This design comes from an exercise in tuning for small area on the open sky130 flow, not from production work.
In this exercise RTL edits were held to simulation tests only and were not proved equivalent to the original.
Power and IR drop assume default switching activity. The clock port is modelled as an ideal driver; clocking choices that lean on that would not hold on a real chip.

<file path="config.mk">
export PLATFORM = sky130hd
export DESIGN_NAME = chip8
export DESIGN_NICKNAME = chip8
export VERILOG_FILES = /design/flow/design.v
export SDC_FILE = /design/flow/constraint.sdc
export NUM_CORES = 4
export LEC_CHECK = 0
export CAP_MARGIN = 20
export CORE_MARGIN = 2
export CORE_UTILIZATION = 65
export SLEW_MARGIN = 20
</file>
<file path="constraint.sdc">
create_clock -name core_clock -period 10.0 [get_ports {clk}]
set_input_delay 2.0000 -clock core_clock [delete_from_list [all_inputs] [get_ports {clk}]]
set_output_delay 2.0000 -clock core_clock [all_outputs]
set_load 0.01 [all_outputs]
</file>
<file path="design.v">
module Display (
    input clk,
    input rst,
    output uart_tx,
    input head,           
    input [3:0] t16,      
    input [7:0] knext,    
    input set,
    output busy
);
    localparam F_IDLE = 3'd0;
    localparam F_AA = 3'd1;     
    localparam F_BW = 3'd2;     
    localparam F_CAP = 3'd3;    
    localparam F_RDY = 3'd4;    
    localparam F_55 = 3'd5;     
    localparam C_D = 2'd0;      
    localparam C_AA = 2'd1;
    localparam C_55 = 2'd2;
    localparam C_EC = 2'd3;
    reg [2:0] fs;
    reg [7:0] d;
    reg [7:0] sendk;
    reg [3:0] bc;
    reg [1:0] ch;     
    wire [2:0] bi = bc[2:0];
    wire [7:0] ec = 8'hEC;
    wire cbit = (ch == C_D) ? d[0] :
                (ch == C_AA) ? bi[0] :
                (ch == C_55) ? !bi[0] : ec[bi];
    assign uart_tx = bc[3] ? cbit : (bc != 4'd7);
    assign busy = (fs != F_IDLE);
    wire edge16 = (t16 == 4'd15);
    wire slot_end = (t16[2:0] == 3'd7);
    wire special = (d == 8'hAA) || (d == 8'h55) || (d == 8'hEC);
    wire shift = (fs == F_CAP) || (edge16 && (ch == C_D) && bc[3]);
    wire go = edge16 && (bc == 4'd0) && ((fs == F_AA) || (fs == F_RDY) || (fs == F_55));
    always @(posedge clk) begin
        if (shift) d <= {head, d[7:1]};
    end
    always @(posedge clk) begin
        if (rst) begin
            fs <= F_IDLE;
            sendk <= 0;
            bc <= 0;
            ch <= C_D;
        end else begin
            if (go) bc <= 4'd7;
            else if (edge16 && bc != 0) bc <= bc + 1;
            case (fs)
                F_IDLE: if (set) fs <= F_AA;
                F_AA: if (go) begin
                    ch <= C_AA;
                    fs <= F_BW;
                end
                F_BW: if (slot_end && knext == sendk) fs <= F_CAP;
                F_CAP: if (slot_end) fs <= F_RDY;
                F_RDY: if (go) begin
                    if (special && ch != C_EC) begin
                        ch <= C_EC;
                    end else begin
                        ch <= C_D;
                        sendk <= sendk + 1;
                        fs <= (sendk == 8'd255) ? F_55 : F_BW;
                    end
                end
                F_55: if (go) begin
                    ch <= C_55;
                    fs <= F_IDLE;
                end
                default: fs <= F_IDLE;
            endcase
        end
    end
endmodule
module chip8 (
    input clk,
    input rst,
    output [11:0] mem_addr,
    input [7:0] mem_rdata,
    output uart_tx
);
    localparam S_F0 = 4'd0;      
    localparam S_F1 = 4'd1;      
    localparam S_EX = 4'd2;      
    localparam S_VW = 4'd3;      
    localparam S_VOP = 4'd4;     
    localparam S_DXW = 4'd5;     
    localparam S_DXL = 4'd6;     
    localparam S_DYW = 4'd7;     
    localparam S_DYL = 4'd8;     
    localparam S_RW = 4'd9;      
    localparam S_ROT = 4'd10;    
    localparam S_VFW = 4'd11;    
    localparam S_VFL = 4'd12;    
    localparam S_SHOW = 4'd13;   
    localparam S_WAIT = 4'd14;   
    reg [3:0] state;
    reg [11:0] PC;
    reg [11:0] I;
    reg [7:0] hi;
    reg [5:0] x;
    reg [4:0] y;
    reg cf;          
    reg vclr;
    reg [3:0] t16;
    reg [7:0] kreg;
    wire [2:0] j = t16[2:0];
    wire [7:0] knext = kreg + 8'd61;
    wire slot_end = (j == 3'd7);
    reg [2047:0] scr;
    reg [127:0] vr;
    wire shead = scr[0];
    wire vhead = vr[0];
    wire [3:0] op = hi[7:4];
    wire [3:0] X = hi[3:0];
    wire [3:0] Y = mem_rdata[7:4];
    wire [5:0] dr = {1'b0, kreg[7:3]} - {1'b0, y};
    wire [6:0] dc = {1'b0, kreg[2:0], j} - {1'b0, x};
    wire inrow = !dr[5] && (dr[4:0] < {1'b0, X});    
    wire incol = !dc[6] && (dc[5:3] == 3'd0);
    wire [7:0] kn1 = slot_end ? knext : kreg;
    wire [3:0] ra = kn1[6:3] - y[3:0];
    wire rot = (state == S_RW) || (state == S_ROT);
    assign mem_addr = rot ? (I + {8'd0, ra}) : PC;
    wire [2:0] bsel = (state == S_ROT) ? ~dc[2:0] : j;
    wire rbit = mem_rdata[bsel];
    wire draw = (state == S_ROT) && op[3] && !vclr;
    wire sbit = draw && inrow && incol && rbit;
    wire clear = (state == S_ROT) && (!op[3] || vclr);
    wire snew = !clear && (shead ^ sbit);
    wire vop = (state == S_VOP);
    wire cin = cf && (j != 3'd0);
    wire vsum = op[0] ? (vhead ^ rbit ^ cin) : rbit;   
    wire vnew = vclr ? 1'b0 :
                vop ? vsum :
                (state == S_VFL) ? (cf && (j == 3'd0)) :
                vhead;
    wire [3:0] want = (state == S_DYW) ? Y : (state == S_VFW) ? 4'hF : X;
    wire hit = slot_end && (knext[3:0] == want);
    wire hit0 = slot_end && (knext == 8'd0);
    wire display_busy;
    Display display (
        .clk(clk),
        .rst(rst),
        .uart_tx(uart_tx),
        .head(shead),
        .t16(t16),
        .knext(knext),
        .set(state == S_SHOW),
        .busy(display_busy)
    );
    always @(posedge clk) begin
        scr <= {snew, scr[2047:1]};
        vr <= {vnew, vr[127:1]};
    end
    always @(posedge clk) begin
        t16 <= t16 + 1;
        if (slot_end) kreg <= knext;
        if (rst) begin
            state <= S_RW;
            vclr <= 1;
            PC <= 12'h200;
            I <= 0;
        end else begin
            if (vop) cf <= (vhead & rbit) | (vhead & cin) | (rbit & cin);
            if (sbit && shead) cf <= 1;
            case (state)
                S_F0: begin
                    PC <= PC + 1;
                    state <= S_F1;
                end
                S_F1: begin
                    hi <= mem_rdata;
                    state <= S_EX;
                end
                S_EX: begin
                    state <= S_F0;
                    case (op)
                        4'h0: begin
                            PC <= PC + 1;
                            state <= (mem_rdata[3:0] == 0) ? S_RW : S_SHOW;
                        end
                        4'h1: PC <= {X, mem_rdata};
                        4'h6, 4'h7: state <= S_VW;
                        4'hA: begin
                            I <= {X, mem_rdata};
                            PC <= PC + 1;
                        end
                        4'hD: state <= S_DXW;
                        default: PC <= PC + 1;
                    endcase
                end
                S_VW: if (hit) state <= S_VOP;
                S_VOP: if (slot_end) begin
                    PC <= PC + 1;
                    state <= S_F0;
                end
                S_DXW: if (hit) state <= S_DXL;
                S_DXL: begin
                    if (j < 6) x <= {vhead, x[5:1]};
                    if (slot_end) state <= S_DYW;
                end
                S_DYW: if (hit) state <= S_DYL;
                S_DYL: begin
                    if (j < 5) y <= {vhead, y[4:1]};
                    if (slot_end) begin
                        PC <= PC + 1;
                        hi[3:0] <= mem_rdata[3:0];   
                        cf <= 0;
                        state <= S_RW;
                    end
                end
                S_RW: if (hit0) state <= S_ROT;
                S_ROT: if (hit0) begin
                    vclr <= 0;
                    state <= vclr ? S_F0 : op[3] ? S_VFW : S_SHOW;
                end
                S_VFW: if (hit) state <= S_VFL;
                S_VFL: if (slot_end) state <= S_SHOW;
                S_SHOW: state <= S_WAIT;
                S_WAIT: if (!display_busy) state <= S_F0;
                default: state <= S_F0;
            endcase
        end
    end
endmodule
</file>
<file path="flow/run.sh">
#!/bin/bash
# Standard layout with two changes: port buffers use the smallest buffer cell,
# and clock tree synthesis builds larger leaf clusters of clkbuf_16 without
# dummy loads.
set -euo pipefail
export BUFFER_PORTS_ARGS="-buffer_cell sky130_fd_sc_hd__buf_1"
export CTS_ARGS="-sink_clustering_enable -repair_clock_nets -buf_list sky130_fd_sc_hd__clkbuf_16 -sink_clustering_size 32 -sink_clustering_max_diameter 100 -dont_use_dummy_load"
bash standard.sh > standard.log 2>&1
</file>
<file path="standard.sh">
#!/bin/bash
# synth_recipe.tcl (not shown) runs the flow's synth.tcl, then flattens the netlist and writes it again
# the make line also repeats each setting of config.mk as NAME=value (left out here)
make -C /OpenROAD-flow-scripts/flow DESIGN_CONFIG=/design/flow/config.mk WORK_HOME=/design/flow/orfs CLKGATE_MAP_FILE= SYNTH_SCRIPT=/design/flow/synth_recipe.tcl "${@:-finish}"
</file>
==> results.txt <==
• **total power consumption of the routed design** 13.2 mW
• **number of instances in the synthesized netlist** 2807
• **Worst EP required** 8.00 ns
• **kind of path behind the tightest hold check** register to register
• **diode insertion count for antenna repair** 0
• **number of levels in the clock H-tree** 3
• **commonest non-fill, non-tap cell in the layout** dfxtp_1
• **Seq pwr share** 0.688
• **die footprint** 77900 um^2
• **maximum frequency from static timing analysis** 134 MHz
• **fraction of final layout cells with drive strength greater than 1** 0.0364
• **register area share after synthesis** 0.927
• **ys flop type** dfxtp_1
• **Post-CTS Repair Setup Buffers** 0
• **Synth Net Count** 2854
• **wire length of the first global-routing pass** 94100 um
• **CTS clk-pin slew, worst paths** 0.12 ns
• **antenna violations before repair** 0
• **CORE AREA** 74700 um^2
• **Root Driver** clkbuf_16
• **XOR/XNOR Fraction of Synth Area** 0.00867
• **peak supply drop** 0.176 mV
• **LEAKAGE** 20.6 nW
• **detailed router's first-iteration violation count** 931
• **fraction of power spent switching nets** 0.198
• **Sinks on Clock Net** 2262
• **initial core utilization** 0.658
• **net switching power figure** 2.62 mW
• **Layout Nets** 2932
• **netlist area before placement** 49200 um^2
• **WS Path Type** register to primary output
• **largest family of logic cells by synthesized area** simple AND/OR/NAND/NOR gates
• **Avg Cell Area, Syn** 17.5 um^2
• **die extent in y** 279 um
• **share of synthesized cell area in and, or, nand and nor gates** 0.0222
• **quantity of I/O buffers inserted on ports** 22
• **detailed-route via count** 17338
• **area fraction in compound gates after synthesis** 0.0199
• **portion of netlist area occupied by mux cells** 0.00529
• **pin count of the biggest net entering global routing** 46
• **Bufs on Longest Clock Path** 3
• **number of nets with antenna violations after detailed routing** 0
• **RSZ-0062 raised after global routing** no
• **via/cell ratio** 4.50
• **clock skew** 0.0469 ns
• **Post-CTS Hold Fix Bufs** 0
• **cell-by-cell listing of the critical path** ha_1, ha_1, inv_1, nor4_1, xor2_1, inv_1, fa_1, inv_1, ha_1, a21o_1, a21oi_1, nor2b_1, o21ai_0, nor2_1, xnor2_1, a21oi_1, buf_1
• **final setup violation count** 0
• **slowest library cell on the worst path** ha_1
• **register bit total from synthesis** 2262
• **Post-synth EDFFs** 32
• **largest stage delay on the critical path** 0.62 ns
• **number of cells upsized or downsized after cts** 0
• **critical path endpoint category** primary output
• **x dimension of the die** 279 um
• **first drt pass iteration count** 5
• **Hold Vio Cnt, Final** 0
• **minimum period implied by the final worst setup slack** 7.44 ns
• **Routed WL per cell** 14.6 um
• **fill cell instance count of the final layout** 4657
• **cell row count** 100
• **share of the clock period used by the worst path** 0.744
• **number of warning messages in the yosys log** 2
• **part of the power in combinational logic** 0.025
• **portion of total power attributed to the clock network** 0.287
• **end-of-flow core utilization** 0.701
• **WP buf/inv** 4
• **total routing resource utilization after global routing** 0.149
• **Worst setup SP type** register
• **placed insts** 3772
• **power density over the cells** 253 nW/um^2
• **count of unique library cells instantiated by Yosys** 72
• **remaining max-slew budget at the tightest pin** 0.328
• **Multi-input gate area** 3260 um^2
• **area occupied by registers** 45600 um^2
• **Int Pwr** 10.6 mW
• **Slew Limit Fails** 0
• **Max Cap Viol** 0
• **commonest cells after routing, fill and taps aside** 2230 x dfxtp_1, 80 x clkbuf_16, 70 x nor2_1
• **CTS tree** done
• **count of boundary I/O pins** 23
• **worst slew pin tran** 1.00 ns
• **endpoint arrival time on the critical path** 5.44 ns
• **Setup TNS Final** 0 ns
• **Final Routed Wirelength** 56400 um
• **via count of the first global-routing pass** 17867
• **overflow left after global routing** 0
• **final standard cell count with taps included and fillers excluded** 3852
• **outcome** no timing/DRC/antenna violations
• **Adder-Cell Fraction of Synth Area** 0.0102
• **GPL Wtd Cong** 0.802
• **Synth async-reset ratio** 0
• **cts bufs inserted** 80
• **DRC violations left** 0
• **worst skew pair latency** 0.65 ns
• **signed area change from the synthesized netlist to the final layout** 6.40%
• **crit path max fanout** 15
• **placed wire-length estimate** 29800 um
• **top cell family by delay on the critical path** adder cells
==> power by group through the flow <==
stage / Clock [mW] / Combinational, mW / Sequential [mW]
2_1_floorplan: 0 / 0.275 / 9.28
3_3_place_gp: 0 / 0.321 / 9.31
3_5_place_dp: 0 / 0.335 / 9.32
4_1_cts: 3.91 / 0.337 / 9.11
5_1_grt: 4.19 / 0.376 / 9.12
6_report: 3.80 / 0.337 / 9.11
==> through the flow <==
stage	hold WS (ns)	setup WS, ns	cell area (um^2)
final	0.297	2.56	52300
after detailed placement	0.312	3.21	50300
after floorplan	0.310	4.32	49200
after global placement	0.312	3.34	50300
after global routing	0.310	2.14	52300
after CTS	0.301	2.47	52300
==> cells in the mapped netlist (6+ instances only) <==
library cell / number / share of area
o22ai_1: 7 / 0.00089
a22oi_1: 9 / 0.0014
nor2b_1: 9 / 0.0011
ha_1: 32 / 0.0081
xor2_1: 17 / 0.0030
nand2b_1: 10 / 0.0013
mux2i_1: 17 / 0.0035
nor3_1: 8 / 0.00081
a31oi_1: 10 / 0.0013
and3_1: 18 / 0.0023
nand2_1: 57 / 0.0044
nand3_1: 9 / 0.00092
nor2_1: 70 / 0.0053
a211oi_1: 10 / 0.0015
inv_1: 40 / 0.0031
o21ai_0: 30 / 0.0031
a21oi_1: 37 / 0.0038
xnor2_1: 28 / 0.0050
dfxtp_1: 2230 / 0.91
edfxtp_1: 32 / 0.020
nand4_1: 6 / 0.00076
clkbuf_1: 17 / 0.0013
==> path summary, 6_finish.rpt <==
kind	slack [ns]	from	end	cells past startpoint
min reg2reg	0.30	scr[67]	scr[66]	0
min	0.30	scr[67]	scr[66]	0
max reg2reg	6.31	state[3]	cf	10
max	2.56	t16[1]	mem_addr[9]	17
==> per-layer routing <==
metal,GRT usage,vias up,part of all wire
met2,0.207,178,0.39
met1,0.237,8100,0.55
li1,-,8956,-
met3,0.0279,104,0.031
met5,0,-,0
met4,0.0456,0,0.027
==> cell families (layout without fill, tap and decap cells) <==
group | count (synthesis) | after routing
AO/OA/AOI/OAI | 149 | 149
buffers and inverters | 70 | 146
AND/OR/NAND/NOR | 219 | 219
flip-flops | 2262 | 2262
multiplexers | 23 | 23
adder cells (fa/ha/maj) | 37 | 37
XOR/XNOR | 47 | 47
==> final cells by class <==
type / instances / area share
clock buffers: 80 / 0.0383
flip-flops and latches: 2262 / 0.871
well taps: 969 / 0.0232
repair buffers: 24 / 0.00189
multi-input cells: 475 / 0.0622
inverters: 42 / 0.00301
==> sequential cells by signal (all words and copies together) (netlist names) <==
signal / cells
display.sendk: 8
display.fs: 3
vr: 128
PC: 12
hi: 8
x: 6
scr: 2048
cf: 1
state: 4
display.d: 8
kreg: 8
display.ch: 2
vclr: 1
y: 5
display.bc: 4
t16: 4
I: 12

## afterwards: timing with drivers on the ports
How much do the figures lean on ideal ports? The routed layout below was timed once more, with nothing changed but the port constraints.
Step 1 sets driving cells, clkbuf_16 on the clock port and buf_2 on the other inputs (assumed; they add their load-dependent delay and slew).
Step 2, shift: input delay + t, output delay - t, t = (earliest + latest rising clock arrival at the registers) / 2. This alone moves slack from input paths to output paths.
Three values: ideal ports, drivers, drivers and shift; two values: the first two.
t, ns: 0.699
slack for setup (ns): 2.564 / 2.499 / 3.198
latest minus earliest clock arrival (ns): 0.068 / 0.068
worst register clock-pin slew, ns: 0.12 / 0.12
After both steps this run still meets setup and hold. The setup slack of this run moves by -0.065 ns with the drivers and by +0.634 ns with both steps.
